Source: an optimization exercise on an open RTL-to-GDS flow (aim: small area). Production flows keep margins and buffers that such runs may drop.
In this exercise RTL edits were held to simulation tests only and were not proved equivalent to the original.
No driver is modelled on the clock port, so clocking that relies on it looks cheaper here than on a real chip.
No activity file was given, so power comes from the tool's default toggle rates.

== cedar ==
==> module pong, before the edit <==
module pong(clk, row, column, left, right, pause, reset, barra, bola);
	input clk;
	input [9:0] row, column;
	input right, left, pause, reset;
	output reg barra;
	output reg bola;
	reg [7:0] lf;
	wire lz = ~|lf[6:0];
	wire tick = lz & ~lf[7];
	wire fb = lf[7] ^ lf[5] ^ lf[4] ^ lf[3] ^ lz;
	reg [9:0] yc;
	reg [8:0] x1c;
	reg [9:1] y1h;
	reg srv, dxn, dyn;
	wire [9:0] y1c = {y1h, srv | ~x1c[0]};
	function [10:0] add10(input [9:0] a, input [9:0] b);
		integer i;
		reg c;
		begin
			c = 1'b0;
			for (i = 0; i < 10; i = i + 1) begin
				add10[i] = a[i] ^ b[i] ^ c;
				c = (a[i] & b[i]) | (a[i] & c) | (b[i] & c);
			end
			add10[10] = c;
		end
	endfunction
	function [9:0] add9(input [8:0] a, input [8:0] b);
		integer i;
		reg c;
		begin
			c = 1'b0;
			for (i = 0; i < 9; i = i + 1) begin
				add9[i] = a[i] ^ b[i] ^ c;
				c = (a[i] & b[i]) | (a[i] & c) | (b[i] & c);
			end
			add9[9] = c;
		end
	endfunction
	function [9:0] step10(input [9:0] v, input d, input e);
		integer i;
		reg c;
		begin
			c = e;
			for (i = 0; i < 10; i = i + 1) begin
				step10[i] = v[i] ^ c;
				c = c & (v[i] ^ d);
			end
		end
	endfunction
	wire [10:0] spc = add10(column, yc);
	wire [9:0] sbr = add9(row[8:0], x1c);
	wire [10:0] sbc = add10(column, y1c);
	wire prow = (row[9:3] == 7'd55) | (row == 10'd448);
	wire pcol = spc[10] & (spc[9:7] == 3'd0) &
		(~spc[6] | (spc[5:3] == 3'd0 & ~(spc[2] & (spc[1] | spc[0]))));
	wire brow = ~row[9] & sbr[9] & (sbr[8:4] == 5'd0) & ~(sbr[3] & (sbr[2] | (sbr[1] & sbr[0])));
	wire bcol = sbc[10] & (sbc[9:4] == 6'd0) & ~(sbc[3] & (sbc[2] | (sbc[1] & sbc[0])));
	always @(posedge clk) begin
		barra <= prow & pcol;
		bola <= brow & bcol;
	end
	wire [10:0] h = add10(~y1c, yc);
	wire fneg = ~h[10] & (h[9:4] == 6'h3f) & (h[3] | h[2]);
	wire fpos = h[10] & (h[9:7] == 3'd0) & (~h[6] | (h[5:3] == 3'd0 & ~(h[2] & (h[1] | h[0]))));
	wire hit = ~x1c[8] & ~x1c[7] & ~x1c[5] & x1c[4] & ~x1c[3] & x1c[2] & ~x1c[1] & ~x1c[0] & (fneg | fpos);
	wire hup = fpos & (h[6] | h[5] | (h[4] & (h[3] | (h[2] & h[1] & h[0]))));
	wire x0 = (x1c == 9'h1ff);
	wire y0 = (y1c == 10'h3ff);
	wire y630 = (y1c == ~10'd630);
	wire out = ~x1c[8] & ~x1c[7] & ~x1c[6] & ~x1c[3] & ~x1c[2];
	reg ndx, ndy;
	always @(*) begin
		ndx = dxn;
		ndy = dyn;
		if (dxn && x0) ndx = 1'b0;
		if (dyn && y0) ndy = 1'b0;
		if (!dyn && y630) ndy = 1'b1;
		if (hit) begin
			ndx = 1'b1;
			ndy = !hup;
		end
	end
	wire ydn = !left;
	wire ymax = ~yc[9] & ~yc[5] & ~yc[4] & ~yc[2] & ~yc[0];
	wire ymove = tick & (ydn ? (yc != 10'h3ff) : (!right && !ymax));
	wire [9:0] ycn = step10(yc, !ydn, ymove);
	wire diag = !srv || hit;
	wire [9:0] x1cn = step10({1'b1, x1c}, !(diag ? ndx : 1'b0), tick);
	wire [9:0] y1cn = step10(y1c, !ndy, tick & diag);
	wire ld = !reset | (tick & out);
	always @(posedge clk) begin
		lf <= reset ? {lf[6:0], fb} : 8'd1;
		yc <= reset ? ycn : ~10'd320;
		x1c <= ld ? ~9'd20 : x1cn[8:0];
		y1h <= ld ? ~9'd160 : y1cn[9:1];
		if (ld) begin
			srv <= 1'b1;
		end else if (tick && diag) begin
			srv <= 1'b0;
			dxn <= ndx;
			dyn <= ndy;
		end
	end
endmodule
clock: 10.0 ns
lec_check: 0
cap_margin: 20
core_margin: 2
core_utilization: 70
gpl_timing_driven: 0
place_density: 0.8
slew_margin: 20
standard.sh (not shown) runs the stock make flow with config.mk's settings and CLKGATE_MAP_FILE= SYNTH_SCRIPT=/design/flow/synth_recipe.tcl, a recipe that flattens the netlist after the stock synthesis.
==> flow/flow/run.sh <==
#!/bin/bash
# Layout flow: the standard flow (standard.sh) with these changes:
#  - synthesis maps the logic with ABC for area (dch + amap) instead of
#    ORFS's delay script; everything else in synthesis is unchanged, so the
#    registers are those of the standard synthesis;
#  - the port buffers are the smallest buffer, buf_1;
#  - the clock tree is built of clkbuf_4, and flow/post_cts.tcl upsizes
#    to clkbuf_8 the buffers whose clock pins would see too high a slew.
# The make output goes to flow.log here; ORFS's own logs are under orfs/logs.
set -euo pipefail
W=$(pwd)
F=$W/flow
sed 's|  log_cmd abc {\*}\$abc_args|  log_cmd abc -script '"$F"'/area.abc {*}[lrange $abc_args 2 end]|' \
	"$FLOW_HOME/scripts/synth.tcl" > "$W/synth_area.tcl"
grep -q 'area.abc' "$W/synth_area.tcl"
sed "s|source \$::env(SCRIPTS_DIR)/synth.tcl|source $W/synth_area.tcl|" \
	"$W/synth_recipe.tcl" > "$W/synth_recipe_area.tcl"
grep -q 'synth_area.tcl' "$W/synth_recipe_area.tcl"
bash "$W/standard.sh" "SYNTH_SCRIPT=$W/synth_recipe_area.tcl" \
	"BUFFER_PORTS_ARGS=-buffer_cell sky130_fd_sc_hd__buf_1" \
	"CTS_ARGS=-sink_clustering_enable -repair_clock_nets -dont_use_dummy_load -buf_list sky130_fd_sc_hd__clkbuf_4 -root_buf sky130_fd_sc_hd__clkbuf_4" \
	"POST_CTS_TCL=$F/post_cts.tcl" finish > "$W/flow.log" 2>&1
==> flow/flow/area.abc <==
strash
dch -f
amap
topo
==> flow/flow/post_cts.tcl <==
estimate_parasitics -placement
set resized 0
foreach inst [get_cells *] {
  if { ![string match "*clkbuf_4" [get_property $inst ref_name]] } { continue }
  set out [get_pins -of_objects $inst -filter "direction==output"]
  set worst 0.0
  foreach p [get_pins -of_objects [get_nets -of_objects $out] -filter "direction==input"] {
    set s [get_property $p slew_max]
    if { $s > $worst } { set worst $s }
  }
  if { $worst > 0.110 } {
    replace_cell $inst sky130_fd_sc_hd__clkbuf_8
    incr resized
    puts "post_cts: [get_full_name $inst] worst sink slew $worst ns, now clkbuf_8"
  }
}
puts "post_cts: resized $resized clock buffers"
if { $resized > 0 } {
  detailed_placement
  check_placement -verbose
  estimate_parasitics -placement
}
Edits applied to the flow inputs when going from cedar to oak:
diff --git a/flow/design.v b/flow/design.v
--- a/flow/design.v
+++ b/flow/design.v
@@ -11,7 +11,6 @@
 	reg [9:0] yc;
 	reg [8:0] x1c;
-	reg [9:1] y1h;
+	reg [9:0] y1c;
 	reg srv, dxn, dyn;
-	wire [9:0] y1c = {y1h, srv | ~x1c[0]};
 	function [10:0] add10(input [9:0] a, input [9:0] b);
 		integer i;
@@ -94,5 +93,5 @@
 		yc <= reset ? ycn : ~10'd320;
 		x1c <= ld ? ~9'd20 : x1cn[8:0];
-		y1h <= ld ? ~9'd160 : y1cn[9:1];
+		y1c <= ld ? ~10'd320 : y1cn;
 		if (ld) begin
 			srv <= 1'b1;
### Flow results
- oak has completed all stages; timing, DRC and antenna checks passed.
- Share of the clock period used by the worst path after layout was lower in the run labelled oak.
- oak vs cedar, final cell utilization of the core went down by 0.35 points.
- Post-synthesis share of cell area spent on full adders, half adders and majority gates: cedar vs oak, no meaningful difference
- Via count, oak vs cedar: up slightly
- As of oak, final routed wire length divided by cell count had risen slightly compared to cedar.
- On overall power after layout, oak tracks cedar almost exactly.
- Critical path depth (oak over cedar): increase, 9
- [oak] non-clock buffer count fell 1 relative to cedar

## re-timing with driven ports
How much do the figures lean on ideal ports? The routed layouts below were timed once more, with nothing changed but the port constraints. Step 1 (the two cells are an assumption about what drives the block):
set clk [get_ports {clk}]
set_driving_cell -lib_cell sky130_fd_sc_hd__clkbuf_16 $clk
set_driving_cell -lib_cell sky130_fd_sc_hd__buf_2 [delete_from_list [all_inputs] $clk]
Step 2 adds t to the input delays and takes it off the output delays; t is the mean of the earliest and latest rising clock arrival at the registers after step 1. Input paths then give back, and output paths get back, about the clock's delay inside the block. Slacks: ideal ports / drivers / drivers and shift; pairs: ideal ports / drivers.
run | t, ns | slack for setup (ns) | worst hold slack (ns) | worst setup path after step 2
cedar | 0.369 | 0.814 / 0.814 / 0.814 | 0.449 / 0.449 / 0.449 | register to register
oak | 0.363 | 0.861 / 0.861 / 0.861 | 0.446 / 0.446 / 0.446 | register to register
After both steps setup and hold are still met in every run listed.
